Context: an optimization exercise on an open-source flow, tuned for small area and a short achievable clock period. The choices shown serve that exercise and are no tape-out recipe.
Only simulation tests tie the RTL to the original design; equivalence was not proved.
Power and IR drop assume default switching activity.

### flow/constraint.sdc
create_clock -name core_clock -period 16.0 [get_ports {clk}]
set_input_delay 3.2000 -clock core_clock [delete_from_list [all_inputs] [get_ports {clk}]]
set_output_delay 3.2000 -clock core_clock [all_outputs]
set_load 0.01 [all_outputs]
### flow/flow/run.sh
#!/bin/bash
# Layout flow: the standard ORFS flow (standard synthesis, floorplan,
# placement, CTS, routing) with these changes:
# - a larger setup-slack target for the timing repair steps, so that the
#   repair keeps improving paths that already meet the 16 ns clock (the
#   clock, I/O delays and all constraints are the standard flow's);
# - synthesis is the standard script with ADDER_MAP_FILE empty, so that
#   full and half adders are mapped as ordinary gates rather than as the
#   (slower) fa/ha cells; registers are unaffected;
# - every input and output port is still buffered, with buf_4 cells instead
#   of the default choice (a clkdlybuf4s50 delay cell on the outputs).
set -euo pipefail
MARGIN=9
TNS=10
sed -e "s/\"\${@:-finish}\"/SETUP_SLACK_MARGIN=$MARGIN TNS_END_PERCENT=$TNS ADDER_MAP_FILE= 'BUFFER_PORTS_ARGS=-buffer_cell sky130_fd_sc_hd__buf_4' \"\${@:-finish}\"/" standard.sh > standard_margin.sh
grep -q "SETUP_SLACK_MARGIN=$MARGIN TNS_END_PERCENT=$TNS ADDER_MAP_FILE= 'BUFFER_PORTS_ARGS=-buffer_cell sky130_fd_sc_hd__buf_4'" standard_margin.sh
bash standard_margin.sh > standard.log 2>&1
### flow/design.v
module alu(instr,clk,rst,alucon,result,zero,so1,so2);
input [31:0] instr;
input clk;
input rst;
output [3:0] alucon;
output zero;
output reg [31:0] so1;
output reg [31:0] so2;
output [31:0] result;
  reg [2:0] ac;
  assign alucon = {1'b0, ac};
  reg [31:0] s0, s1, s2, s3, s4, s5, s6, s7;
  reg [32*27-1:0] mem;   
  reg        pend;       
  reg [2:0]  pend_rd;    
  reg        pend_ld;    
  reg [4:0]  maddr;      
  reg        mok;        
  reg [26:0] lsel;       
  reg        st;         
  reg [31:0] sdr;        
  reg [31:0] row0;
  reg [31:0] row1;
  reg [31:0] row2;
  reg [31:0] row3;
  reg [31:0] row4;
  reg [31:0] row5;
  reg cin;
  wire ph3 = row0[0] ^ row1[0];
  wire ps1 = ph3 ^ row2[0];
  wire pc2 = ph3 ? row2[0] : row0[0];
  wire ph6 = row0[1] ^ row1[1];
  wire ps4 = ph6 ^ row2[1];
  wire pc5 = ph6 ? row2[1] : row0[1];
  wire ps7 = row3[1] ^ row4[1];
  wire pc8 = row3[1] & row4[1];
  wire ph11 = row0[2] ^ row1[2];
  wire ps9 = ph11 ^ row2[2];
  wire pc10 = ph11 ? row2[2] : row0[2];
  wire ph14 = row3[2] ^ row4[2];
  wire ps12 = ph14 ^ row5[2];
  wire pc13 = ph14 ? row5[2] : row3[2];
  wire ph17 = row0[3] ^ row1[3];
  wire ps15 = ph17 ^ row2[3];
  wire pc16 = ph17 ? row2[3] : row0[3];
  wire ph20 = row3[3] ^ row4[3];
  wire ps18 = ph20 ^ row5[3];
  wire pc19 = ph20 ? row5[3] : row3[3];
  wire ph23 = row0[4] ^ row1[4];
  wire ps21 = ph23 ^ row2[4];
  wire pc22 = ph23 ? row2[4] : row0[4];
  wire ph26 = row3[4] ^ row4[4];
  wire ps24 = ph26 ^ row5[4];
  wire pc25 = ph26 ? row5[4] : row3[4];
  wire ph29 = row0[5] ^ row1[5];
  wire ps27 = ph29 ^ row2[5];
  wire pc28 = ph29 ? row2[5] : row0[5];
  wire ph32 = row3[5] ^ row4[5];
  wire ps30 = ph32 ^ row5[5];
  wire pc31 = ph32 ? row5[5] : row3[5];
  wire ph35 = row0[6] ^ row1[6];
  wire ps33 = ph35 ^ row2[6];
  wire pc34 = ph35 ? row2[6] : row0[6];
  wire ph38 = row3[6] ^ row4[6];
  wire ps36 = ph38 ^ row5[6];
  wire pc37 = ph38 ? row5[6] : row3[6];
  wire ph41 = row0[7] ^ row1[7];
  wire ps39 = ph41 ^ row2[7];
  wire pc40 = ph41 ? row2[7] : row0[7];
  wire ph44 = row3[7] ^ row4[7];
  wire ps42 = ph44 ^ row5[7];
  wire pc43 = ph44 ? row5[7] : row3[7];
  wire ph47 = row0[8] ^ row1[8];
  wire ps45 = ph47 ^ row2[8];
  wire pc46 = ph47 ? row2[8] : row0[8];
  wire ph50 = row3[8] ^ row4[8];
  wire ps48 = ph50 ^ row5[8];
  wire pc49 = ph50 ? row5[8] : row3[8];
  wire ph53 = row0[9] ^ row1[9];
  wire ps51 = ph53 ^ row2[9];
  wire pc52 = ph53 ? row2[9] : row0[9];
  wire ph56 = row3[9] ^ row4[9];
  wire ps54 = ph56 ^ row5[9];
  wire pc55 = ph56 ? row5[9] : row3[9];
  wire ph59 = row0[10] ^ row1[10];
  wire ps57 = ph59 ^ row2[10];
  wire pc58 = ph59 ? row2[10] : row0[10];
  wire ph62 = row3[10] ^ row4[10];
  wire ps60 = ph62 ^ row5[10];
  wire pc61 = ph62 ? row5[10] : row3[10];
  wire ph65 = row0[11] ^ row1[11];
  wire ps63 = ph65 ^ row2[11];
  wire pc64 = ph65 ? row2[11] : row0[11];
  wire ph68 = row3[11] ^ row4[11];
  wire ps66 = ph68 ^ row5[11];
  wire pc67 = ph68 ? row5[11] : row3[11];
  wire ph71 = row0[12] ^ row1[12];
  wire ps69 = ph71 ^ row2[12];
  wire pc70 = ph71 ? row2[12] : row0[12];
  wire ph74 = row3[12] ^ row4[12];
  wire ps72 = ph74 ^ row5[12];
  wire pc73 = ph74 ? row5[12] : row3[12];
  wire ph77 = row0[13] ^ row1[13];
  wire ps75 = ph77 ^ row2[13];
  wire pc76 = ph77 ? row2[13] : row0[13];
  wire ph80 = row3[13] ^ row4[13];
  wire ps78 = ph80 ^ row5[13];
  wire pc79 = ph80 ? row5[13] : row3[13];
  wire ph83 = row0[14] ^ row1[14];
  wire ps81 = ph83 ^ row2[14];
  wire pc82 = ph83 ? row2[14] : row0[14];
  wire ph86 = row3[14] ^ row4[14];
  wire ps84 = ph86 ^ row5[14];
  wire pc85 = ph86 ? row5[14] : row3[14];
  wire ph89 = row0[15] ^ row1[15];
  wire ps87 = ph89 ^ row2[15];
  wire pc88 = ph89 ? row2[15] : row0[15];
  wire ph92 = row3[15] ^ row4[15];
  wire ps90 = ph92 ^ row5[15];
  wire pc91 = ph92 ? row5[15] : row3[15];
  wire ph95 = row0[16] ^ row1[16];
  wire ps93 = ph95 ^ row2[16];
  wire pc94 = ph95 ? row2[16] : row0[16];
  wire ph98 = row3[16] ^ row4[16];
  wire ps96 = ph98 ^ row5[16];
  wire pc97 = ph98 ? row5[16] : row3[16];
  wire ph101 = row0[17] ^ row1[17];
  wire ps99 = ph101 ^ row2[17];
  wire pc100 = ph101 ? row2[17] : row0[17];
  wire ph104 = row3[17] ^ row4[17];
  wire ps102 = ph104 ^ row5[17];
  wire pc103 = ph104 ? row5[17] : row3[17];
  wire ph107 = row0[18] ^ row1[18];
  wire ps105 = ph107 ^ row2[18];
  wire pc106 = ph107 ? row2[18] : row0[18];
  wire ph110 = row3[18] ^ row4[18];
  wire ps108 = ph110 ^ row5[18];
  wire pc109 = ph110 ? row5[18] : row3[18];
  wire ph113 = row0[19] ^ row1[19];
  wire ps111 = ph113 ^ row2[19];
  wire pc112 = ph113 ? row2[19] : row0[19];
  wire ph116 = row3[19] ^ row4[19];
  wire ps114 = ph116 ^ row5[19];
  wire pc115 = ph116 ? row5[19] : row3[19];
  wire ph119 = row0[20] ^ row1[20];
  wire ps117 = ph119 ^ row2[20];
  wire pc118 = ph119 ? row2[20] : row0[20];
  wire ph122 = row3[20] ^ row4[20];
  wire ps120 = ph122 ^ row5[20];
  wire pc121 = ph122 ? row5[20] : row3[20];
  wire ph125 = row0[21] ^ row1[21];
  wire ps123 = ph125 ^ row2[21];
  wire pc124 = ph125 ? row2[21] : row0[21];
  wire ph128 = row3[21] ^ row4[21];
  wire ps126 = ph128 ^ row5[21];
  wire pc127 = ph128 ? row5[21] : row3[21];
  wire ph131 = row0[22] ^ row1[22];
  wire ps129 = ph131 ^ row2[22];
  wire pc130 = ph131 ? row2[22] : row0[22];
  wire ph134 = row3[22] ^ row4[22];
  wire ps132 = ph134 ^ row5[22];
  wire pc133 = ph134 ? row5[22] : row3[22];
  wire ph137 = row0[23] ^ row1[23];
  wire ps135 = ph137 ^ row2[23];
  wire pc136 = ph137 ? row2[23] : row0[23];
  wire ph140 = row3[23] ^ row4[23];
  wire ps138 = ph140 ^ row5[23];
  wire pc139 = ph140 ? row5[23] : row3[23];
  wire ph143 = row0[24] ^ row1[24];
  wire ps141 = ph143 ^ row2[24];
  wire pc142 = ph143 ? row2[24] : row0[24];
  wire ph146 = row3[24] ^ row4[24];
  wire ps144 = ph146 ^ row5[24];
  wire pc145 = ph146 ? row5[24] : row3[24];
  wire ph149 = row0[25] ^ row1[25];
  wire ps147 = ph149 ^ row2[25];
  wire pc148 = ph149 ? row2[25] : row0[25];
  wire ph152 = row3[25] ^ row4[25];
  wire ps150 = ph152 ^ row5[25];
  wire pc151 = ph152 ? row5[25] : row3[25];
  wire ph155 = row0[26] ^ row1[26];
  wire ps153 = ph155 ^ row2[26];
  wire pc154 = ph155 ? row2[26] : row0[26];
  wire ph158 = row3[26] ^ row4[26];
  wire ps156 = ph158 ^ row5[26];
  wire pc157 = ph158 ? row5[26] : row3[26];
  wire ph161 = row0[27] ^ row1[27];
  wire ps159 = ph161 ^ row2[27];
  wire pc160 = ph161 ? row2[27] : row0[27];
  wire ph164 = row3[27] ^ row4[27];
  wire ps162 = ph164 ^ row5[27];
  wire pc163 = ph164 ? row5[27] : row3[27];
  wire ph167 = row0[28] ^ row1[28];
  wire ps165 = ph167 ^ row2[28];
  wire pc166 = ph167 ? row2[28] : row0[28];
  wire ph170 = row3[28] ^ row4[28];
  wire ps168 = ph170 ^ row5[28];
  wire pc169 = ph170 ? row5[28] : row3[28];
  wire ph173 = row0[29] ^ row1[29];
  wire ps171 = ph173 ^ row2[29];
  wire pc172 = ph173 ? row2[29] : row0[29];
  wire ph176 = row3[29] ^ row4[29];
  wire ps174 = ph176 ^ row5[29];
  wire pc175 = ph176 ? row5[29] : row3[29];
  wire ph179 = row0[30] ^ row1[30];
  wire ps177 = ph179 ^ row2[30];
  wire pc178 = ph179 ? row2[30] : row0[30];
  wire ph182 = row3[30] ^ row4[30];
  wire ps180 = ph182 ^ row5[30];
  wire pc181 = ph182 ? row5[30] : row3[30];
  wire ph185 = row0[31] ^ row1[31];
  wire ps183 = ph185 ^ row2[31];
  wire pc184 = ph185 ? row2[31] : row0[31];
  wire ph188 = row3[31] ^ row4[31];
  wire ps186 = ph188 ^ row5[31];
  wire pc187 = ph188 ? row5[31] : row3[31];
  wire ps189 = row3[0] ^ row4[0];
  wire pc190 = row3[0] & row4[0];
  wire ph193 = row5[1] ^ ps4;
  wire ps191 = ph193 ^ ps7;
  wire pc192 = ph193 ? ps7 : row5[1];
  wire ph196 = ps9 ^ ps12;
  wire ps194 = ph196 ^ pc5;
  wire pc195 = ph196 ? pc5 : ps9;
  wire ph199 = ps15 ^ ps18;
  wire ps197 = ph199 ^ pc10;
  wire pc198 = ph199 ? pc10 : ps15;
  wire ph202 = ps21 ^ ps24;
  wire ps200 = ph202 ^ pc16;
  wire pc201 = ph202 ? pc16 : ps21;
  wire ph205 = ps27 ^ ps30;
  wire ps203 = ph205 ^ pc22;
  wire pc204 = ph205 ? pc22 : ps27;
  wire ph208 = ps33 ^ ps36;
  wire ps206 = ph208 ^ pc28;
  wire pc207 = ph208 ? pc28 : ps33;
  wire ph211 = ps39 ^ ps42;
  wire ps209 = ph211 ^ pc34;
  wire pc210 = ph211 ? pc34 : ps39;
  wire ph214 = ps45 ^ ps48;
  wire ps212 = ph214 ^ pc40;
  wire pc213 = ph214 ? pc40 : ps45;
  wire ph217 = ps51 ^ ps54;
  wire ps215 = ph217 ^ pc46;
  wire pc216 = ph217 ? pc46 : ps51;
  wire ph220 = ps57 ^ ps60;
  wire ps218 = ph220 ^ pc52;
  wire pc219 = ph220 ? pc52 : ps57;
  wire ph223 = ps63 ^ ps66;
  wire ps221 = ph223 ^ pc58;
  wire pc222 = ph223 ? pc58 : ps63;
  wire ph226 = ps69 ^ ps72;
  wire ps224 = ph226 ^ pc64;
  wire pc225 = ph226 ? pc64 : ps69;
  wire ph229 = ps75 ^ ps78;
  wire ps227 = ph229 ^ pc70;
  wire pc228 = ph229 ? pc70 : ps75;
  wire ph232 = ps81 ^ ps84;
  wire ps230 = ph232 ^ pc76;
  wire pc231 = ph232 ? pc76 : ps81;
  wire ph235 = ps87 ^ ps90;
  wire ps233 = ph235 ^ pc82;
  wire pc234 = ph235 ? pc82 : ps87;
  wire ph238 = ps93 ^ ps96;
  wire ps236 = ph238 ^ pc88;
  wire pc237 = ph238 ? pc88 : ps93;
  wire ph241 = ps99 ^ ps102;
  wire ps239 = ph241 ^ pc94;
  wire pc240 = ph241 ? pc94 : ps99;
  wire ph244 = ps105 ^ ps108;
  wire ps242 = ph244 ^ pc100;
  wire pc243 = ph244 ? pc100 : ps105;
  wire ph247 = ps111 ^ ps114;
  wire ps245 = ph247 ^ pc106;
  wire pc246 = ph247 ? pc106 : ps111;
  wire ph250 = ps117 ^ ps120;
  wire ps248 = ph250 ^ pc112;
  wire pc249 = ph250 ? pc112 : ps117;
  wire ph253 = ps123 ^ ps126;
  wire ps251 = ph253 ^ pc118;
  wire pc252 = ph253 ? pc118 : ps123;
  wire ph256 = ps129 ^ ps132;
  wire ps254 = ph256 ^ pc124;
  wire pc255 = ph256 ? pc124 : ps129;
  wire ph259 = ps135 ^ ps138;
  wire ps257 = ph259 ^ pc130;
  wire pc258 = ph259 ? pc130 : ps135;
  wire ph262 = ps141 ^ ps144;
  wire ps260 = ph262 ^ pc136;
  wire pc261 = ph262 ? pc136 : ps141;
  wire ph265 = ps147 ^ ps150;
  wire ps263 = ph265 ^ pc142;
  wire pc264 = ph265 ? pc142 : ps147;
  wire ph268 = ps153 ^ ps156;
  wire ps266 = ph268 ^ pc148;
  wire pc267 = ph268 ? pc148 : ps153;
  wire ph271 = ps159 ^ ps162;
  wire ps269 = ph271 ^ pc154;
  wire pc270 = ph271 ? pc154 : ps159;
  wire ph274 = ps165 ^ ps168;
  wire ps272 = ph274 ^ pc160;
  wire pc273 = ph274 ? pc160 : ps165;
  wire ph277 = ps171 ^ ps174;
  wire ps275 = ph277 ^ pc166;
  wire pc276 = ph277 ? pc166 : ps171;
  wire ph280 = ps177 ^ ps180;
  wire ps278 = ph280 ^ pc172;
  wire pc279 = ph280 ? pc172 : ps177;
  wire ph283 = ps183 ^ ps186;
  wire ps281 = ph283 ^ pc178;
  wire pc282 = ph283 ? pc178 : ps183;
  wire ps284 = row5[0] ^ ps1;
  wire pc285 = row5[0] & ps1;
  wire ph288 = pc2 ^ ps191;
  wire ps286 = ph288 ^ pc190;
  wire pc287 = ph288 ? pc190 : pc2;
  wire ph291 = pc8 ^ ps194;
  wire ps289 = ph291 ^ pc192;
  wire pc290 = ph291 ? pc192 : pc8;
  wire ph294 = pc13 ^ ps197;
  wire ps292 = ph294 ^ pc195;
  wire pc293 = ph294 ? pc195 : pc13;
  wire ph297 = pc19 ^ ps200;
  wire ps295 = ph297 ^ pc198;
  wire pc296 = ph297 ? pc198 : pc19;
  wire ph300 = pc25 ^ ps203;
  wire ps298 = ph300 ^ pc201;
  wire pc299 = ph300 ? pc201 : pc25;
  wire ph303 = pc31 ^ ps206;
  wire ps301 = ph303 ^ pc204;
  wire pc302 = ph303 ? pc204 : pc31;
  wire ph306 = pc37 ^ ps209;
  wire ps304 = ph306 ^ pc207;
  wire pc305 = ph306 ? pc207 : pc37;
  wire ph309 = pc43 ^ ps212;
  wire ps307 = ph309 ^ pc210;
  wire pc308 = ph309 ? pc210 : pc43;
  wire ph312 = pc49 ^ ps215;
  wire ps310 = ph312 ^ pc213;
  wire pc311 = ph312 ? pc213 : pc49;
  wire ph315 = pc55 ^ ps218;
  wire ps313 = ph315 ^ pc216;
  wire pc314 = ph315 ? pc216 : pc55;
  wire ph318 = pc61 ^ ps221;
  wire ps316 = ph318 ^ pc219;
  wire pc317 = ph318 ? pc219 : pc61;
  wire ph321 = pc67 ^ ps224;
  wire ps319 = ph321 ^ pc222;
  wire pc320 = ph321 ? pc222 : pc67;
  wire ph324 = pc73 ^ ps227;
  wire ps322 = ph324 ^ pc225;
  wire pc323 = ph324 ? pc225 : pc73;
  wire ph327 = pc79 ^ ps230;
  wire ps325 = ph327 ^ pc228;
  wire pc326 = ph327 ? pc228 : pc79;
  wire ph330 = pc85 ^ ps233;
  wire ps328 = ph330 ^ pc231;
  wire pc329 = ph330 ? pc231 : pc85;
  wire ph333 = pc91 ^ ps236;
  wire ps331 = ph333 ^ pc234;
  wire pc332 = ph333 ? pc234 : pc91;
  wire ph336 = pc97 ^ ps239;
  wire ps334 = ph336 ^ pc237;
  wire pc335 = ph336 ? pc237 : pc97;
  wire ph339 = pc103 ^ ps242;
  wire ps337 = ph339 ^ pc240;
  wire pc338 = ph339 ? pc240 : pc103;
  wire ph342 = pc109 ^ ps245;
  wire ps340 = ph342 ^ pc243;
  wire pc341 = ph342 ? pc243 : pc109;
  wire ph345 = pc115 ^ ps248;
  wire ps343 = ph345 ^ pc246;
  wire pc344 = ph345 ? pc246 : pc115;
  wire ph348 = pc121 ^ ps251;
  wire ps346 = ph348 ^ pc249;
  wire pc347 = ph348 ? pc249 : pc121;
  wire ph351 = pc127 ^ ps254;
  wire ps349 = ph351 ^ pc252;
  wire pc350 = ph351 ? pc252 : pc127;
  wire ph354 = pc133 ^ ps257;
  wire ps352 = ph354 ^ pc255;
  wire pc353 = ph354 ? pc255 : pc133;
  wire ph357 = pc139 ^ ps260;
  wire ps355 = ph357 ^ pc258;
  wire pc356 = ph357 ? pc258 : pc139;
  wire ph360 = pc145 ^ ps263;
  wire ps358 = ph360 ^ pc261;
  wire pc359 = ph360 ? pc261 : pc145;
  wire ph363 = pc151 ^ ps266;
  wire ps361 = ph363 ^ pc264;
  wire pc362 = ph363 ? pc264 : pc151;
  wire ph366 = pc157 ^ ps269;
  wire ps364 = ph366 ^ pc267;
  wire pc365 = ph366 ? pc267 : pc157;
  wire ph369 = pc163 ^ ps272;
  wire ps367 = ph369 ^ pc270;
  wire pc368 = ph369 ? pc270 : pc163;
  wire ph372 = pc169 ^ ps275;
  wire ps370 = ph372 ^ pc273;
  wire pc371 = ph372 ? pc273 : pc169;
  wire ph375 = pc175 ^ ps278;
  wire ps373 = ph375 ^ pc276;
  wire pc374 = ph375 ? pc276 : pc175;
  wire ph378 = pc181 ^ ps281;
  wire ps376 = ph378 ^ pc279;
  wire pc377 = ph378 ? pc279 : pc181;
  wire [31:0] fa_ = {ps376, ps373, ps370, ps367, ps364, ps361, ps358, ps355, ps352, ps349, ps346, ps343, ps340, ps337, ps334, ps331, ps328, ps325, ps322, ps319, ps316, ps313, ps310, ps307, ps304, ps301, ps298, ps295, ps292, ps289, ps286, ps189};
  wire [31:0] fb_ = {pc374, pc371, pc368, pc365, pc362, pc359, pc356, pc353, pc350, pc347, pc344, pc341, pc338, pc335, pc332, pc329, pc326, pc323, pc320, pc317, pc314, pc311, pc308, pc305, pc302, pc299, pc296, pc293, pc290, pc287, pc285, ps284};
  wire arith = ac[2] | ac[1];
  wire [31:0] sum = fa_ + fb_ + {31'b0, cin};
  wire zsum = ~|(fa_ ^ fb_ ^ {fa_[30:0] | fb_[30:0], cin});
  wire [31:0] andv = so1 & so2;
  wire [31:0] orv = so1 | so2;
  assign result = arith ? sum : ac[0] ? orv : andv;
  assign zero = arith ? zsum : ac[0] ? ~|orv : ~|andv;
  reg [31:0] mrd;
  integer k;
  always @* begin
    mrd = 32'b0;
    for (k = 0; k < 27; k = k + 1)
      mrd = mrd | (mem[32*k +: 32] & {32{lsel[k]}});
  end
  wire [31:0] pv = mrd | (result & {32{~pend_ld}});
  wire [5:0] op = instr[31:26];
  wire [5:0] fn = instr[5:0];
  wire [4:0] rs = instr[25:21];
  wire [4:0] rt = instr[20:16];
  wire [4:0] rd = instr[15:11];
  wire [15:0] imm = instr[15:0];
  wire isR  = op == 6'h00;
  wire isLW = op == 6'h23;
  wire isSW = op == 6'h2b;
  wire isAI = op == 6'h08;
  wire isBQ = op == 6'h04;
  wire isI  = isLW | isSW | isAI;
  wire rs_ok = rs[4:3] == 2'b10;
  wire rt_ok = rt[4:3] == 2'b10;
  wire rd_ok = rd[4:3] == 2'b10;
  reg [2:0] ac_n;
  always @* begin
    ac_n = ac;
    if (isR) begin
      if (fn == 6'h20) ac_n = 3'd2;
      else if (fn == 6'h22) ac_n = 3'd3;
      else if (fn == 6'h24) ac_n = 3'd0;
      else if (fn == 6'h25) ac_n = 3'd1;
      else if (fn == 6'h18) ac_n = 3'd4;
    end else if (isI) ac_n = 3'd2;
    else if (isBQ) ac_n = 3'd3;
  end
  function [31:0] rdreg(input [2:0] a);
    case (a)
      3'd0: rdreg = s0; 3'd1: rdreg = s1; 3'd2: rdreg = s2; 3'd3: rdreg = s3;
      3'd4: rdreg = s4; 3'd5: rdreg = s5; 3'd6: rdreg = s6; default: rdreg = s7;
    endcase
  endfunction
  wire [7:0] pf, d1, d2;
  wire [31:0] sv [0:7];
  assign sv[0] = s0; assign sv[1] = s1; assign sv[2] = s2; assign sv[3] = s3;
  assign sv[4] = s4; assign sv[5] = s5; assign sv[6] = s6; assign sv[7] = s7;
  genvar g;
  generate
    for (g = 0; g < 8; g = g + 1) begin : g_rsel
      assign pf[g] = pend & (pend_rd == g);
      assign d1[g] = rs[2:0] == g;
      assign d2[g] = rt[2:0] == g;
    end
  endgenerate
  wire h1 = |(d1 & pf);
  wire h2 = |(d2 & pf);
  reg [31:0] r1, r2;
  integer m;
  always @* begin
    r1 = pv & {32{h1}};
    r2 = pv & {32{h2}};
    for (m = 0; m < 8; m = m + 1) begin
      r1 = r1 | (sv[m] & {32{d1[m] & ~pf[m]}});
      r2 = r2 | (sv[m] & {32{d2[m] & ~pf[m]}});
    end
  end
  wire [31:0] x = ((isR | isBQ | isI) & rs_ok) ? r1 : so1;
  wire [31:0] y = ((isR | isBQ) & rt_ok) ? r2 : isI ? {16'b0, imm} : so2;
  wire [31:0] eb = {16'b0, imm};
  wire [5:0] ea_lo = {1'b0, x[4:0]} + {1'b0, imm[4:0]};
  wire [31:0] ea_ph = x ^ eb;
  wire [31:0] ea_pg = x | eb;
  wire ea_hz = (ea_ph[5] == ea_lo[5]) & (ea_ph[31:6] == ea_pg[30:5]);
  wire ea_ok = ea_hz & (ea_lo[4:0] < 5'd27);
  wire [26:0] lsel_n;
  genvar q;
  generate
    for (q = 0; q < 27; q = q + 1) begin : g_lsel
      assign lsel_n[q] = isLW & ea_ok & (ea_lo[4:0] == q);
    end
  endgenerate
  wire bn0 = y[1];
  wire b10 = y[0] ^ 1'b0;
  wire b20 = (y[1] ^ y[0]) & ~(y[0] ^ 1'b0);
  wire [31:0] pp0 = ({32{b10}} & x[31:0] | {32{b20}} & {x[30:0], 1'b0}) ^ {32{bn0}};
  wire bn1 = y[3];
  wire b11 = y[2] ^ y[1];
  wire b21 = (y[3] ^ y[2]) & ~(y[2] ^ y[1]);
  wire [29:0] pp1 = ({30{b11}} & x[29:0] | {30{b21}} & {x[28:0], 1'b0}) ^ {30{bn1}};
  wire bn2 = y[5];
  wire b12 = y[4] ^ y[3];
  wire b22 = (y[5] ^ y[4]) & ~(y[4] ^ y[3]);
  wire [27:0] pp2 = ({28{b12}} & x[27:0] | {28{b22}} & {x[26:0], 1'b0}) ^ {28{bn2}};
  wire bn3 = y[7];
  wire b13 = y[6] ^ y[5];
  wire b23 = (y[7] ^ y[6]) & ~(y[6] ^ y[5]);
  wire [25:0] pp3 = ({26{b13}} & x[25:0] | {26{b23}} & {x[24:0], 1'b0}) ^ {26{bn3}};
  wire bn4 = y[9];
  wire b14 = y[8] ^ y[7];
  wire b24 = (y[9] ^ y[8]) & ~(y[8] ^ y[7]);
  wire [23:0] pp4 = ({24{b14}} & x[23:0] | {24{b24}} & {x[22:0], 1'b0}) ^ {24{bn4}};
  wire bn5 = y[11];
  wire b15 = y[10] ^ y[9];
  wire b25 = (y[11] ^ y[10]) & ~(y[10] ^ y[9]);
  wire [21:0] pp5 = ({22{b15}} & x[21:0] | {22{b25}} & {x[20:0], 1'b0}) ^ {22{bn5}};
  wire bn6 = y[13];
  wire b16 = y[12] ^ y[11];
  wire b26 = (y[13] ^ y[12]) & ~(y[12] ^ y[11]);
  wire [19:0] pp6 = ({20{b16}} & x[19:0] | {20{b26}} & {x[18:0], 1'b0}) ^ {20{bn6}};
  wire bn7 = y[15];
  wire b17 = y[14] ^ y[13];
  wire b27 = (y[15] ^ y[14]) & ~(y[14] ^ y[13]);
  wire [17:0] pp7 = ({18{b17}} & x[17:0] | {18{b27}} & {x[16:0], 1'b0}) ^ {18{bn7}};
  wire bn8 = y[17];
  wire b18 = y[16] ^ y[15];
  wire b28 = (y[17] ^ y[16]) & ~(y[16] ^ y[15]);
  wire [15:0] pp8 = ({16{b18}} & x[15:0] | {16{b28}} & {x[14:0], 1'b0}) ^ {16{bn8}};
  wire bn9 = y[19];
  wire b19 = y[18] ^ y[17];
  wire b29 = (y[19] ^ y[18]) & ~(y[18] ^ y[17]);
  wire [13:0] pp9 = ({14{b19}} & x[13:0] | {14{b29}} & {x[12:0], 1'b0}) ^ {14{bn9}};
  wire bn10 = y[21];
  wire b110 = y[20] ^ y[19];
  wire b210 = (y[21] ^ y[20]) & ~(y[20] ^ y[19]);
  wire [11:0] pp10 = ({12{b110}} & x[11:0] | {12{b210}} & {x[10:0], 1'b0}) ^ {12{bn10}};
  wire bn11 = y[23];
  wire b111 = y[22] ^ y[21];
  wire b211 = (y[23] ^ y[22]) & ~(y[22] ^ y[21]);
  wire [9:0] pp11 = ({10{b111}} & x[9:0] | {10{b211}} & {x[8:0], 1'b0}) ^ {10{bn11}};
  wire bn12 = y[25];
  wire b112 = y[24] ^ y[23];
  wire b212 = (y[25] ^ y[24]) & ~(y[24] ^ y[23]);
  wire [7:0] pp12 = ({8{b112}} & x[7:0] | {8{b212}} & {x[6:0], 1'b0}) ^ {8{bn12}};
  wire bn13 = y[27];
  wire b113 = y[26] ^ y[25];
  wire b213 = (y[27] ^ y[26]) & ~(y[26] ^ y[25]);
  wire [5:0] pp13 = ({6{b113}} & x[5:0] | {6{b213}} & {x[4:0], 1'b0}) ^ {6{bn13}};
  wire bn14 = y[29];
  wire b114 = y[28] ^ y[27];
  wire b214 = (y[29] ^ y[28]) & ~(y[28] ^ y[27]);
  wire [3:0] pp14 = ({4{b114}} & x[3:0] | {4{b214}} & {x[2:0], 1'b0}) ^ {4{bn14}};
  wire bn15 = y[31];
  wire b115 = y[30] ^ y[29];
  wire b215 = (y[31] ^ y[30]) & ~(y[30] ^ y[29]);
  wire pp15_0 = b115 & x[0];
  wire pp15_1 = b115 ? (x[1] ^ (bn15 & x[0])) : (b215 & x[0]);
  wire ms379 = pp0[24] ^ pp1[22];
  wire mc380 = pp0[24] & pp1[22];
  wire ms381 = pp0[25] ^ pp1[23];
  wire mc382 = pp0[25] & pp1[23];
  wire mh385 = pp0[26] ^ pp1[24];
  wire ms383 = mh385 ^ pp2[22];
  wire mc384 = mh385 ? pp2[22] : pp0[26];
  wire ms386 = pp3[20] ^ pp4[18];
  wire mc387 = pp3[20] & pp4[18];
  wire mh390 = pp0[27] ^ pp1[25];
  wire ms388 = mh390 ^ pp2[23];
  wire mc389 = mh390 ? pp2[23] : pp0[27];
  wire ms391 = pp3[21] ^ pp4[19];
  wire mc392 = pp3[21] & pp4[19];
  wire mh395 = pp0[28] ^ pp1[26];
  wire ms393 = mh395 ^ pp2[24];
  wire mc394 = mh395 ? pp2[24] : pp0[28];
  wire mh398 = pp3[22] ^ pp4[20];
  wire ms396 = mh398 ^ pp5[18];
  wire mc397 = mh398 ? pp5[18] : pp3[22];
  wire ms399 = pp6[16] ^ pp7[14];
  wire mc400 = pp6[16] & pp7[14];
  wire mh403 = pp0[29] ^ pp1[27];
  wire ms401 = mh403 ^ pp2[25];
  wire mc402 = mh403 ? pp2[25] : pp0[29];
  wire mh406 = pp3[23] ^ pp4[21];
  wire ms404 = mh406 ^ pp5[19];
  wire mc405 = mh406 ? pp5[19] : pp3[23];
  wire ms407 = pp6[17] ^ pp7[15];
  wire mc408 = pp6[17] & pp7[15];
  wire mh411 = pp0[30] ^ pp1[28];
  wire ms409 = mh411 ^ pp2[26];
  wire mc410 = mh411 ? pp2[26] : pp0[30];
  wire mh414 = pp3[24] ^ pp4[22];
  wire ms412 = mh414 ^ pp5[20];
  wire mc413 = mh414 ? pp5[20] : pp3[24];
  wire mh417 = pp6[18] ^ pp7[16];
  wire ms415 = mh417 ^ pp8[14];
  wire mc416 = mh417 ? pp8[14] : pp6[18];
  wire ms418 = pp0[16] ^ pp1[14];
  wire mc419 = pp0[16] & pp1[14];
  wire ms420 = pp0[17] ^ pp1[15];
  wire mc421 = pp0[17] & pp1[15];
  wire mh424 = pp0[18] ^ pp1[16];
  wire ms422 = mh424 ^ pp2[14];
  wire mc423 = mh424 ? pp2[14] : pp0[18];
  wire ms425 = pp3[12] ^ pp4[10];
  wire mc426 = pp3[12] & pp4[10];
  wire mh429 = pp0[19] ^ pp1[17];
  wire ms427 = mh429 ^ pp2[15];
  wire mc428 = mh429 ? pp2[15] : pp0[19];
  wire ms430 = pp3[13] ^ pp4[11];
  wire mc431 = pp3[13] & pp4[11];
  wire mh434 = pp0[20] ^ pp1[18];
  wire ms432 = mh434 ^ pp2[16];
  wire mc433 = mh434 ? pp2[16] : pp0[20];
  wire mh437 = pp3[14] ^ pp4[12];
  wire ms435 = mh437 ^ pp5[10];
  wire mc436 = mh437 ? pp5[10] : pp3[14];
  wire ms438 = pp6[8] ^ pp7[6];
  wire mc439 = pp6[8] & pp7[6];
  wire mh442 = pp0[21] ^ pp1[19];
  wire ms440 = mh442 ^ pp2[17];
  wire mc441 = mh442 ? pp2[17] : pp0[21];
  wire mh445 = pp3[15] ^ pp4[13];
  wire ms443 = mh445 ^ pp5[11];
  wire mc444 = mh445 ? pp5[11] : pp3[15];
  wire ms446 = pp6[9] ^ pp7[7];
  wire mc447 = pp6[9] & pp7[7];
  wire mh450 = pp0[22] ^ pp1[20];
  wire ms448 = mh450 ^ pp2[18];
  wire mc449 = mh450 ? pp2[18] : pp0[22];
  wire mh453 = pp3[16] ^ pp4[14];
  wire ms451 = mh453 ^ pp5[12];
  wire mc452 = mh453 ? pp5[12] : pp3[16];
  wire mh456 = pp6[10] ^ pp7[8];
  wire ms454 = mh456 ^ pp8[6];
  wire mc455 = mh456 ? pp8[6] : pp6[10];
  wire ms457 = pp9[4] ^ pp10[2];
  wire mc458 = pp9[4] & pp10[2];
  wire mh461 = pp0[23] ^ pp1[21];
  wire ms459 = mh461 ^ pp2[19];
  wire mc460 = mh461 ? pp2[19] : pp0[23];
  wire mh464 = pp3[17] ^ pp4[15];
  wire ms462 = mh464 ^ pp5[13];
  wire mc463 = mh464 ? pp5[13] : pp3[17];
  wire mh467 = pp6[11] ^ pp7[9];
  wire ms465 = mh467 ^ pp8[7];
  wire mc466 = mh467 ? pp8[7] : pp6[11];
  wire ms468 = pp9[5] ^ pp10[3];
  wire mc469 = pp9[5] & pp10[3];
  wire mh472 = pp2[20] ^ pp3[18];
  wire ms470 = mh472 ^ pp4[16];
  wire mc471 = mh472 ? pp4[16] : pp2[20];
  wire mh475 = pp5[14] ^ pp6[12];
  wire ms473 = mh475 ^ pp7[10];
  wire mc474 = mh475 ? pp7[10] : pp5[14];
  wire mh478 = pp8[8] ^ pp9[6];
  wire ms476 = mh478 ^ pp10[4];
  wire mc477 = mh478 ? pp10[4] : pp8[8];
  wire mh481 = pp11[2] ^ pp12[0];
  wire ms479 = mh481 ^ bn12;
  wire mc480 = mh481 ? bn12 : pp11[2];
  wire mh484 = pp2[21] ^ pp3[19];
  wire ms482 = mh484 ^ pp4[17];
  wire mc483 = mh484 ? pp4[17] : pp2[21];
  wire mh487 = pp5[15] ^ pp6[13];
  wire ms485 = mh487 ^ pp7[11];
  wire mc486 = mh487 ? pp7[11] : pp5[15];
  wire mh490 = pp8[9] ^ pp9[7];
  wire ms488 = mh490 ^ pp10[5];
  wire mc489 = mh490 ? pp10[5] : pp8[9];
  wire mh493 = pp11[3] ^ pp12[1];
  wire ms491 = mh493 ^ ms381;
  wire mc492 = mh493 ? ms381 : pp11[3];
  wire mh496 = pp5[16] ^ pp6[14];
  wire ms494 = mh496 ^ pp7[12];
  wire mc495 = mh496 ? pp7[12] : pp5[16];
  wire mh499 = pp8[10] ^ pp9[8];
  wire ms497 = mh499 ^ pp10[6];
  wire mc498 = mh499 ? pp10[6] : pp8[10];
  wire mh502 = pp11[4] ^ pp12[2];
  wire ms500 = mh502 ^ pp13[0];
  wire mc501 = mh502 ? pp13[0] : pp11[4];
  wire mh505 = bn13 ^ ms383;
  wire ms503 = mh505 ^ ms386;
  wire mc504 = mh505 ? ms386 : bn13;
  wire mh508 = pp5[17] ^ pp6[15];
  wire ms506 = mh508 ^ pp7[13];
  wire mc507 = mh508 ? pp7[13] : pp5[17];
  wire mh511 = pp8[11] ^ pp9[9];
  wire ms509 = mh511 ^ pp10[7];
  wire mc510 = mh511 ? pp10[7] : pp8[11];
  wire mh514 = pp11[5] ^ pp12[3];
  wire ms512 = mh514 ^ pp13[1];
  wire mc513 = mh514 ? pp13[1] : pp11[5];
  wire mh517 = ms388 ^ ms391;
  wire ms515 = mh517 ^ mc384;
  wire mc516 = mh517 ? mc384 : ms388;
  wire mh520 = pp8[12] ^ pp9[10];
  wire ms518 = mh520 ^ pp10[8];
  wire mc519 = mh520 ? pp10[8] : pp8[12];
  wire mh523 = pp11[6] ^ pp12[4];
  wire ms521 = mh523 ^ pp13[2];
  wire mc522 = mh523 ? pp13[2] : pp11[6];
  wire mh526 = pp14[0] ^ bn14;
  wire ms524 = mh526 ^ ms393;
  wire mc525 = mh526 ? ms393 : pp14[0];
  wire mh529 = ms396 ^ ms399;
  wire ms527 = mh529 ^ mc389;
  wire mc528 = mh529 ? mc389 : ms396;
  wire mh532 = pp8[13] ^ pp9[11];
  wire ms530 = mh532 ^ pp10[9];
  wire mc531 = mh532 ? pp10[9] : pp8[13];
  wire mh535 = pp11[7] ^ pp12[5];
  wire ms533 = mh535 ^ pp13[3];
  wire mc534 = mh535 ? pp13[3] : pp11[7];
  wire mh538 = pp14[1] ^ ms401;
  wire ms536 = mh538 ^ ms404;
  wire mc537 = mh538 ? ms404 : pp14[1];
  wire mh541 = ms407 ^ mc394;
  wire ms539 = mh541 ^ mc397;
  wire mc540 = mh541 ? mc397 : ms407;
  wire mh544 = pp9[12] ^ pp10[10];
  wire ms542 = mh544 ^ pp11[8];
  wire mc543 = mh544 ? pp11[8] : pp9[12];
  wire mh547 = pp12[6] ^ pp13[4];
  wire ms545 = mh547 ^ pp14[2];
  wire mc546 = mh547 ? pp14[2] : pp12[6];
  wire mh550 = pp15_0 ^ ms409;
  wire ms548 = mh550 ^ ms412;
  wire mc549 = mh550 ? ms412 : pp15_0;
  wire mh553 = ms415 ^ mc402;
  wire ms551 = mh553 ^ mc405;
  wire mc552 = mh553 ? mc405 : ms415;
  wire ms554 = pp0[10] ^ pp1[8];
  wire mc555 = pp0[10] & pp1[8];
  wire ms556 = pp0[11] ^ pp1[9];
  wire mc557 = pp0[11] & pp1[9];
  wire mh560 = pp0[12] ^ pp1[10];
  wire ms558 = mh560 ^ pp2[8];
  wire mc559 = mh560 ? pp2[8] : pp0[12];
  wire ms561 = pp3[6] ^ pp4[4];
  wire mc562 = pp3[6] & pp4[4];
  wire mh565 = pp0[13] ^ pp1[11];
  wire ms563 = mh565 ^ pp2[9];
  wire mc564 = mh565 ? pp2[9] : pp0[13];
  wire ms566 = pp3[7] ^ pp4[5];
  wire mc567 = pp3[7] & pp4[5];
  wire mh570 = pp0[14] ^ pp1[12];
  wire ms568 = mh570 ^ pp2[10];
  wire mc569 = mh570 ? pp2[10] : pp0[14];
  wire mh573 = pp3[8] ^ pp4[6];
  wire ms571 = mh573 ^ pp5[4];
  wire mc572 = mh573 ? pp5[4] : pp3[8];
  wire ms574 = pp6[2] ^ pp7[0];
  wire mc575 = pp6[2] & pp7[0];
  wire mh578 = pp0[15] ^ pp1[13];
  wire ms576 = mh578 ^ pp2[11];
  wire mc577 = mh578 ? pp2[11] : pp0[15];
  wire mh581 = pp3[9] ^ pp4[7];
  wire ms579 = mh581 ^ pp5[5];
  wire mc580 = mh581 ? pp5[5] : pp3[9];
  wire ms582 = pp6[3] ^ pp7[1];
  wire mc583 = pp6[3] & pp7[1];
  wire mh586 = pp2[12] ^ pp3[10];
  wire ms584 = mh586 ^ pp4[8];
  wire mc585 = mh586 ? pp4[8] : pp2[12];
  wire mh589 = pp5[6] ^ pp6[4];
  wire ms587 = mh589 ^ pp7[2];
  wire mc588 = mh589 ? pp7[2] : pp5[6];
  wire mh592 = pp8[0] ^ bn8;
  wire ms590 = mh592 ^ ms418;
  wire mc591 = mh592 ? ms418 : pp8[0];
  wire mh595 = pp2[13] ^ pp3[11];
  wire ms593 = mh595 ^ pp4[9];
  wire mc594 = mh595 ? pp4[9] : pp2[13];
  wire mh598 = pp5[7] ^ pp6[5];
  wire ms596 = mh598 ^ pp7[3];
  wire mc597 = mh598 ? pp7[3] : pp5[7];
  wire mh601 = pp8[1] ^ ms420;
  wire ms599 = mh601 ^ mc419;
  wire mc600 = mh601 ? mc419 : pp8[1];
  wire mh604 = pp5[8] ^ pp6[6];
  wire ms602 = mh604 ^ pp7[4];
  wire mc603 = mh604 ? pp7[4] : pp5[8];
  wire mh607 = pp8[2] ^ pp9[0];
  wire ms605 = mh607 ^ bn9;
  wire mc606 = mh607 ? bn9 : pp8[2];
  wire mh610 = ms422 ^ ms425;
  wire ms608 = mh610 ^ mc421;
  wire mc609 = mh610 ? mc421 : ms422;
  wire mh613 = pp5[9] ^ pp6[7];
  wire ms611 = mh613 ^ pp7[5];
  wire mc612 = mh613 ? pp7[5] : pp5[9];
  wire mh616 = pp8[3] ^ pp9[1];
  wire ms614 = mh616 ^ ms427;
  wire mc615 = mh616 ? ms427 : pp8[3];
  wire mh619 = ms430 ^ mc423;
  wire ms617 = mh619 ^ mc426;
  wire mc618 = mh619 ? mc426 : ms430;
  wire mh622 = pp8[4] ^ pp9[2];
  wire ms620 = mh622 ^ pp10[0];
  wire mc621 = mh622 ? pp10[0] : pp8[4];
  wire mh625 = bn10 ^ ms432;
  wire ms623 = mh625 ^ ms435;
  wire mc624 = mh625 ? ms435 : bn10;
  wire mh628 = ms438 ^ mc428;
  wire ms626 = mh628 ^ mc431;
  wire mc627 = mh628 ? mc431 : ms438;
  wire mh631 = pp8[5] ^ pp9[3];
  wire ms629 = mh631 ^ pp10[1];
  wire mc630 = mh631 ? pp10[1] : pp8[5];
  wire mh634 = ms440 ^ ms443;
  wire ms632 = mh634 ^ ms446;
  wire mc633 = mh634 ? ms446 : ms440;
  wire mh637 = mc433 ^ mc436;
  wire ms635 = mh637 ^ mc439;
  wire mc636 = mh637 ? mc439 : mc433;
  wire mh640 = pp11[0] ^ bn11;
  wire ms638 = mh640 ^ ms448;
  wire mc639 = mh640 ? ms448 : pp11[0];
  wire mh643 = ms451 ^ ms454;
  wire ms641 = mh643 ^ ms457;
  wire mc642 = mh643 ? ms457 : ms451;
  wire mh646 = mc441 ^ mc444;
  wire ms644 = mh646 ^ mc447;
  wire mc645 = mh646 ? mc447 : mc441;
  wire mh649 = pp11[1] ^ ms459;
  wire ms647 = mh649 ^ ms462;
  wire mc648 = mh649 ? ms462 : pp11[1];
  wire mh652 = ms465 ^ ms468;
  wire ms650 = mh652 ^ mc449;
  wire mc651 = mh652 ? mc449 : ms465;
  wire mh655 = mc452 ^ mc455;
  wire ms653 = mh655 ^ mc458;
  wire mc654 = mh655 ? mc458 : mc452;
  wire mh658 = ms379 ^ ms470;
  wire ms656 = mh658 ^ ms473;
  wire mc657 = mh658 ? ms473 : ms379;
  wire mh661 = ms476 ^ ms479;
  wire ms659 = mh661 ^ mc460;
  wire mc660 = mh661 ? mc460 : ms476;
  wire mh664 = mc463 ^ mc466;
  wire ms662 = mh664 ^ mc469;
  wire mc663 = mh664 ? mc469 : mc463;
  wire mh667 = mc380 ^ ms482;
  wire ms665 = mh667 ^ ms485;
  wire mc666 = mh667 ? ms485 : mc380;
  wire mh670 = ms488 ^ ms491;
  wire ms668 = mh670 ^ mc471;
  wire mc669 = mh670 ? mc471 : ms488;
  wire mh673 = mc474 ^ mc477;
  wire ms671 = mh673 ^ mc480;
  wire mc672 = mh673 ? mc480 : mc474;
  wire mh676 = mc382 ^ ms494;
  wire ms674 = mh676 ^ ms497;
  wire mc675 = mh676 ? ms497 : mc382;
  wire mh679 = ms500 ^ ms503;
  wire ms677 = mh679 ^ mc483;
  wire mc678 = mh679 ? mc483 : ms500;
  wire mh682 = mc486 ^ mc489;
  wire ms680 = mh682 ^ mc492;
  wire mc681 = mh682 ? mc492 : mc486;
  wire mh685 = mc387 ^ ms506;
  wire ms683 = mh685 ^ ms509;
  wire mc684 = mh685 ? ms509 : mc387;
  wire mh688 = ms512 ^ ms515;
  wire ms686 = mh688 ^ mc495;
  wire mc687 = mh688 ? mc495 : ms512;
  wire mh691 = mc498 ^ mc501;
  wire ms689 = mh691 ^ mc504;
  wire mc690 = mh691 ? mc504 : mc498;
  wire mh694 = mc392 ^ ms518;
  wire ms692 = mh694 ^ ms521;
  wire mc693 = mh694 ? ms521 : mc392;
  wire mh697 = ms524 ^ ms527;
  wire ms695 = mh697 ^ mc507;
  wire mc696 = mh697 ? mc507 : ms524;
  wire mh700 = mc510 ^ mc513;
  wire ms698 = mh700 ^ mc516;
  wire mc699 = mh700 ? mc516 : mc510;
  wire mh703 = mc400 ^ ms530;
  wire ms701 = mh703 ^ ms533;
  wire mc702 = mh703 ? ms533 : mc400;
  wire mh706 = ms536 ^ ms539;
  wire ms704 = mh706 ^ mc519;
  wire mc705 = mh706 ? mc519 : ms536;
  wire mh709 = mc522 ^ mc525;
  wire ms707 = mh709 ^ mc528;
  wire mc708 = mh709 ? mc528 : mc522;
  wire mh712 = mc408 ^ ms542;
  wire ms710 = mh712 ^ ms545;
  wire mc711 = mh712 ? ms545 : mc408;
  wire mh715 = ms548 ^ ms551;
  wire ms713 = mh715 ^ mc531;
  wire mc714 = mh715 ? mc531 : ms548;
  wire mh718 = mc534 ^ mc537;
  wire ms716 = mh718 ^ mc540;
  wire mc717 = mh718 ? mc540 : mc534;
  wire x719 = pp0[31] ^ pp1[29];
  wire x720 = pp2[27] ^ pp3[25];
  wire x721 = pp4[23] ^ pp5[21];
  wire x722 = pp6[19] ^ pp7[17];
  wire x723 = pp8[15] ^ pp9[13];
  wire x724 = pp10[11] ^ pp11[9];
  wire x725 = pp12[7] ^ pp13[5];
  wire x726 = pp14[3] ^ pp15_1;
  wire x727 = x719 ^ x720;
  wire x728 = x721 ^ x722;
  wire x729 = x723 ^ x724;
  wire x730 = x725 ^ x726;
  wire x731 = x727 ^ x728;
  wire x732 = x729 ^ x730;
  wire x733 = x731 ^ x732;
  wire x734 = mc410 ^ mc549;
  wire x735 = mc413 ^ mc552;
  wire x736 = mc416 ^ mc711;
  wire x737 = mc543 ^ mc714;
  wire x738 = mc546 ^ mc717;
  wire [31:0] mrow0 = {x733, ms710, ms701, ms692, ms683, ms674, ms665, ms656, ms647, ms638, ms629, ms620, ms611, ms602, ms593, ms584, ms576, bn7, pp5[3], pp5[2], pp2[7], pp2[6], pp0[9], pp0[8], pp0[7], pp0[6], pp0[5], pp0[4], pp0[3], pp0[2], pp0[1], pp0[0]};
  wire [31:0] mrow1 = {x734, ms713, ms704, ms695, ms686, ms677, ms668, ms659, ms650, ms641, ms632, ms623, ms614, ms605, ms596, ms587, ms579, ms568, pp6[1], pp6[0], pp3[5], pp3[4], pp1[7], pp1[6], pp1[5], pp1[4], pp1[3], pp1[2], pp1[1], pp1[0], 1'b0, bn0};
  wire [31:0] mrow2 = {x735, ms716, ms707, ms698, ms689, ms680, ms671, ms662, ms653, ms644, ms635, ms626, ms617, ms608, ms599, ms590, ms582, ms571, ms563, bn6, pp4[3], pp4[2], pp2[5], pp2[4], pp2[3], pp2[2], pp2[1], pp2[0], 1'b0, bn1, 1'b0, 1'b0};
  wire [31:0] mrow3 = {x736, mc702, mc693, mc684, mc675, mc666, mc657, mc648, mc639, mc630, mc621, mc612, mc603, mc594, mc585, mc577, mc569, ms574, ms566, ms558, pp5[1], pp5[0], pp3[3], pp3[2], pp3[1], pp3[0], 1'b0, bn2, 1'b0, 1'b0, 1'b0, 1'b0};
  wire [31:0] mrow4 = {x737, mc705, mc696, mc687, mc678, mc669, mc660, mc651, mc642, mc633, mc624, mc615, mc606, mc597, mc588, mc580, mc572, mc564, mc559, ms561, ms556, bn5, pp4[1], pp4[0], 1'b0, bn3, 1'b0, 1'b0, 1'b0, 1'b0, 1'b0, 1'b0};
  wire [31:0] mrow5 = {x738, mc708, mc699, mc690, mc681, mc672, mc663, mc654, mc645, mc636, mc627, mc618, mc609, mc600, mc591, mc583, mc575, mc567, mc562, mc557, mc555, ms554, 1'b0, bn4, 1'b0, 1'b0, 1'b0, 1'b0, 1'b0, 1'b0, 1'b0, 1'b0};
  wire mul_n = ac_n == 3'd4;
  wire sub_n = ac_n == 3'd3;
  always @(posedge clk) begin
    if (rst) begin
      ac <= 3'd0; so1 <= 32'b0; so2 <= 32'b0;
      pend <= 1'b0; st <= 1'b0;
    end else begin
      ac <= ac_n; so1 <= x; so2 <= y;
      pend <= (isR & rd_ok) | ((isAI | isLW) & rt_ok);
      st <= isSW & rt_ok & ea_ok;
    end
    pend_rd <= isR ? rd[2:0] : rt[2:0];
    pend_ld <= isLW;
    maddr <= ea_lo[4:0];
    mok <= ea_ok;
    lsel <= lsel_n;
    sdr <= r2;
    row0 <= mul_n ? mrow0 : x;
    row1 <= mul_n ? mrow1 : (sub_n ? ~y : y);
    row2 <= mul_n ? mrow2 : 32'b0;
    row3 <= mul_n ? mrow3 : 32'b0;
    row4 <= mul_n ? mrow4 : 32'b0;
    row5 <= mul_n ? mrow5 : 32'b0;
    cin <= sub_n & ~mul_n;
  end
  wire [31:0] pv0 = pv & {32{~rst}};
  wire [7:0] swe;
  genvar w;
  generate
    for (w = 0; w < 8; w = w + 1) begin : g_swe
      assign swe[w] = rst | (pend && pend_rd == w);
    end
  endgenerate
  always @(posedge clk) begin
    if (swe[0]) s0 <= pv0;
    if (swe[1]) s1 <= pv0;
    if (swe[2]) s2 <= pv0;
    if (swe[3]) s3 <= pv0;
    if (swe[4]) s4 <= pv0;
    if (swe[5]) s5 <= pv0;
    if (swe[6]) s6 <= pv0;
    if (swe[7]) s7 <= pv0;
  end
  wire [31:0] sd = sdr;
  wire [31:0] sd0 = sd & {32{~rst}};
  wire [31:0] sd1 = sd | {32{rst}};
  generate
    for (w = 0; w < 27; w = w + 1) begin : g_mem
      wire we = rst | (st && maddr == w);
      wire [31:0] c = (w < 18) ? w + 1 : 32'b0;
      always @(posedge clk)
        if (we) mem[32*w +: 32] <= (c & sd1) | (~c & sd0);
    end
  endgenerate
endmodule
### flow/standard.sh
#!/bin/bash
# synth_recipe.tcl (not shown) runs the flow's synth.tcl, then flattens the netlist and writes it again
# the make line also repeats each setting of config.mk as NAME=value (left out here)
make -C /OpenROAD-flow-scripts/flow DESIGN_CONFIG=/design/flow/config.mk WORK_HOME=/design/flow/orfs CLKGATE_MAP_FILE= SYNTH_SCRIPT=/design/flow/synth_recipe.tcl "${@:-finish}"
### flow/config.mk
export PLATFORM = sky130hd
export DESIGN_NAME = alu
export DESIGN_NICKNAME = alu
export VERILOG_FILES = /design/flow/design.v
export SDC_FILE = /design/flow/constraint.sdc
export NUM_CORES = 4
export LEC_CHECK = 0
export ABC_AREA = 1
export CAP_MARGIN = 20
export CORE_MARGIN = 2
export CORE_UTILIZATION = 55
export CTS_CLUSTER_DIAMETER = 80
export CTS_CLUSTER_SIZE = 20
export PLACE_DENSITY = 0.7
export SLEW_MARGIN = 20
==> summary.txt <==
-- worst reg2reg max path: cells and delay by family, from the launching register on --
| family | cells | cell delay (ns) |
|---|---|---|
| and+or+nand+nor | 37 | 5.07 |
| buffers and inverters | 5 | 0.70 |
| DFF | 1 | 0.39 |
| AOI/OAI and AO/OA | 1 | 0.12 |
-- path summary, 6_finish.rpt --
check                           to  slack [ns]  cells after the start             start
hold reg to reg     sdr[5]$_DFF_P_        0.59                      2   s0[5]$_DFFE_PP_
setup / recovery              zero        8.57                     16  row1[30]$_DFF_P_
hold / removal      sdr[5]$_DFF_P_        0.59                      2   s0[5]$_DFFE_PP_
setup reg to reg  row1[25]$_DFF_P_        9.63                     43  row1[20]$_DFF_P_
-- where the power goes --
part           switching [W]  internal, W  total [W]
logic               0.000695     0.000225   0.000920
registers          0.0000763      0.00424    0.00431
clock network        0.00129      0.00111    0.00240
total                0.00206      0.00557    0.00763
-- flip-flops by register name (all words and copies together), names as in the netlist, 29 cells and up --
register / count
s4: 32
row2: 29
s6: 32
s7: 32
so2: 32
sdr: 32
s0: 32
row1: 32
s2: 32
s3: 32
s5: 32
row0: 32
mem: 864
so1: 32
s1: 32
-- stage by stage --
stage	total power, W	instances	worst slack [ns]
5_1_grt	0.007828	10010	8.420
3_3_place_gp	0.005223	9809	7.232
2_1_floorplan	0.004882	8055	9.483
6_report	0.007634	10020	8.574
4_1_cts	0.007571	9987	8.529
3_5_place_dp	0.005238	9809	7.078
-- placed cells by master, fill, tap and decap left out, drive strengths merged, types with 67 or more instances in the layout --
cell type	netlist	routed
a221oi	134	134
or2	71	71
o22ai	240	240
clkbuf	182	139
edfxtp	1120	1120
buf	122	348
a21oi	284	284
nand3	662	662
nand4	176	176
a22o	67	67
dfxtp	306	306
inv	799	805
xor2	174	174
o21ai	246	246
nand2	2735	2737
nor2	361	361
-- final cells by class --
| type | instances | area, um^2 | share of cell area |
|---|---|---|---|
| clock buffer | 139 | 2466 | 0.03096 |
| clock inverter | 25 | 325.3 | 0.004084 |
| timing repair buffer | 350 | 2858 | 0.03587 |
| multi-input combinational | 5522 | 28860 | 0.3623 |
| sequential | 1426 | 39790 | 0.4995 |
| timing repair inverter | 2 | 16.27 | 0.0002042 |
| inverter | 804 | 3136 | 0.03936 |
| tap | 1742 | 2180 | 0.02736 |
| antenna | 12 | 30.03 | 0.0003770 |
-- what timing repair did --
| item | 4_1_cts | 5_1_grt |
|---|---|---|
| endpoints found under the hold margin | 0 | 0 |
| pin swaps | 10 | 14 |
| gates resized for setup | 60 | 167 |
| endpoints found under the setup margin | 140 | 162 |
| gates cloned | 3 | 3 |
| buffers inserted | 11 | 18 |
-- cell families after synthesis --
family          synth area share
buf+inv                  0.06218
xor+xnor                 0.02476
flops                     0.5525
compound gates            0.1078
other cells           0.00005211
simple gates              0.2527
-- layer usage --
layer,global-route usage,up-vias,share of wire
met2,0.6188,4694,0.42
met4,0.2545,6,0.073
met5,0,-,0.00013
met3,0.1283,1061,0.14
li1,-,27910,-
met1,0.5434,29810,0.36
==> flow_metrics.env <==
export IMPL_status="finished clean"
export IMPL_cts_buffer_depth=3
export IMPL_synth_seq_cells=1426
export IMPL_critical_path_required_ns=12.80
export IMPL_wl_per_cell_um=28.86
export IMPL_synth_edf_count=1120
export IMPL_post_route_util=0.6144
export IMPL_viasPerCell=6.334
export IMPL_rows=132
export IMPL_numCtsBuffers=88
export IMPL_ys_types=82
export IMPL_skew_ns=0.07664
export IMPL_end_kind="output port"
export IMPL_ys_seq_area_frac=0.5525
export IMPL_ant_nets=0
export IMPL_max_slew_margin=0.1857
export IMPL_critPathArrivalTime_ns=4.23
export IMPL_postSynthAreaPerCell_um2=8.933
export IMPL_yosys_area_top_type="edfxtp_1"
export IMPL_slowest_delay_ns=0.36
export IMPL_synthTopCellsByArea="edfxtp_1 (47%), nand2_1 (14%), dfxtp_1 (8.5%)"
export IMPL_post_route_drc_count=0
export IMPL_ir_drop_mv=0.1171
export IMPL_die_x_um=365.7
export IMPL_hold_slack_ns=0.5933
export IMPL_drive_gt1_frac=0.1260
export IMPL_ioPinCount=135
export IMPL_overflow=0
export IMPL_worstSkewPairLatency_ns=0.78
export IMPL_timing_fmax_mhz=134.7
export IMPL_path_delay_family="simple AND/OR/NAND/NOR gates"
export IMPL_rsz0062_at_grt="true"
export IMPL_clk_pin_slew_ns=0.08
export IMPL_postSynthCellCount=8055
export IMPL_critPathMaxFanout=3
export IMPL_path_class="flop to output port"
export IMPL_syn_cell_area_um2=71960
export IMPL_hold_viol=0
export IMPL_netlist_area_leader_share=0.4674
export IMPL_place_congestion=1.060
export IMPL_layout_nets=8228
export IMPL_synth_async_reset_ratio=0
export IMPL_grt_usage=0.4195
export IMPL_syn_nets=8089
export IMPL_start_util=0.5550
export IMPL_period_minus_slack_ns=7.426
export IMPL_yosysMostFrequentCell="nand2_1"
export IMPL_grt_max_degree=88
export IMPL_clock_sinks=1426
export IMPL_drtPass1Iterations=9
export IMPL_period_share=0.4641
export IMPL_tns_ns=0
export IMPL_grt_pass1_vias=57600
export IMPL_maxSlewViolCount=0
export IMPL_die_y_um=365.7
export IMPL_synth_common_cells="nand2_1 (2611), edfxtp_1 (1120), inv_1 (726), nand3_1 (615), nor2_1 (333)"
export IMPL_syn_to_final_growth_pct=10.70
export IMPL_cts_htree_levels=3
export IMPL_power_density_nw_per_um2=95.83
export IMPL_die_area_um2=133700
export IMPL_placed_area_um2=75610
export IMPL_core_um2=129600
export IMPL_path_buf_inv=2
export IMPL_ctsHoldBuffers=0
export IMPL_wirelength_mm=289.3
export IMPL_grt_pass1_wl_mm=405.0
export IMPL_crit_chain="or2_2, nand2_2, xor2_2, or2_2, nand3_1, nand4_1, buf_4, nand2_2, xor2_4, o22ai_2, a221oi_2, nand2_1, a2111oi_2, nand4_1, o21ai_2, buf_4"
export IMPL_drt_initial_drc_count=9612
export IMPL_stdcell_area_um2=79660
export IMPL_finalSetupViolations=0
export IMPL_synthFlopType="edfxtp_1"
export IMPL_cts_root_buffer="clkbuf_16"
export IMPL_fillers=11040
export IMPL_antenna_found_initial=13
export IMPL_worstMarginPinSlew_ns=1.191
export IMPL_portBuffers=133
export IMPL_leakage_nw=32.91
export IMPL_cap_violations=0
export IMPL_cp_start_kind="flop"
export IMPL_yosysWarnings=1
export IMPL_hold_class="flop to flop"
export IMPL_hpwl_mm=192.0
export IMPL_vias=63480
export IMPL_cts_tree="yes"
export IMPL_slowest_stage="xor2_4"

==> afterwards: timing with drivers on the ports <==
The results above use ideal ports. As a check the final layout listed here was re-extracted and re-timed, cells and wires unchanged. Step 1: set_driving_cell puts a clkbuf_16 on clk and a buf_2 on each other input, an assumption about the parent block. Step 2 also shifts input and output timing later by t, the mid clock arrival at the registers, as if the neighbouring blocks saw the same clock. Slacks: ideal ports / drivers / drivers and shift; pairs: ideal ports / drivers.
shift t [ns]: 0.817
slack for setup (ns): 8.574 / 8.495 / 7.945
cell pins on the clock port's net: 1
After both steps this run still meets setup and hold. The setup slack of this run moves by -0.079 ns with the drivers and by -0.629 ns with both steps.
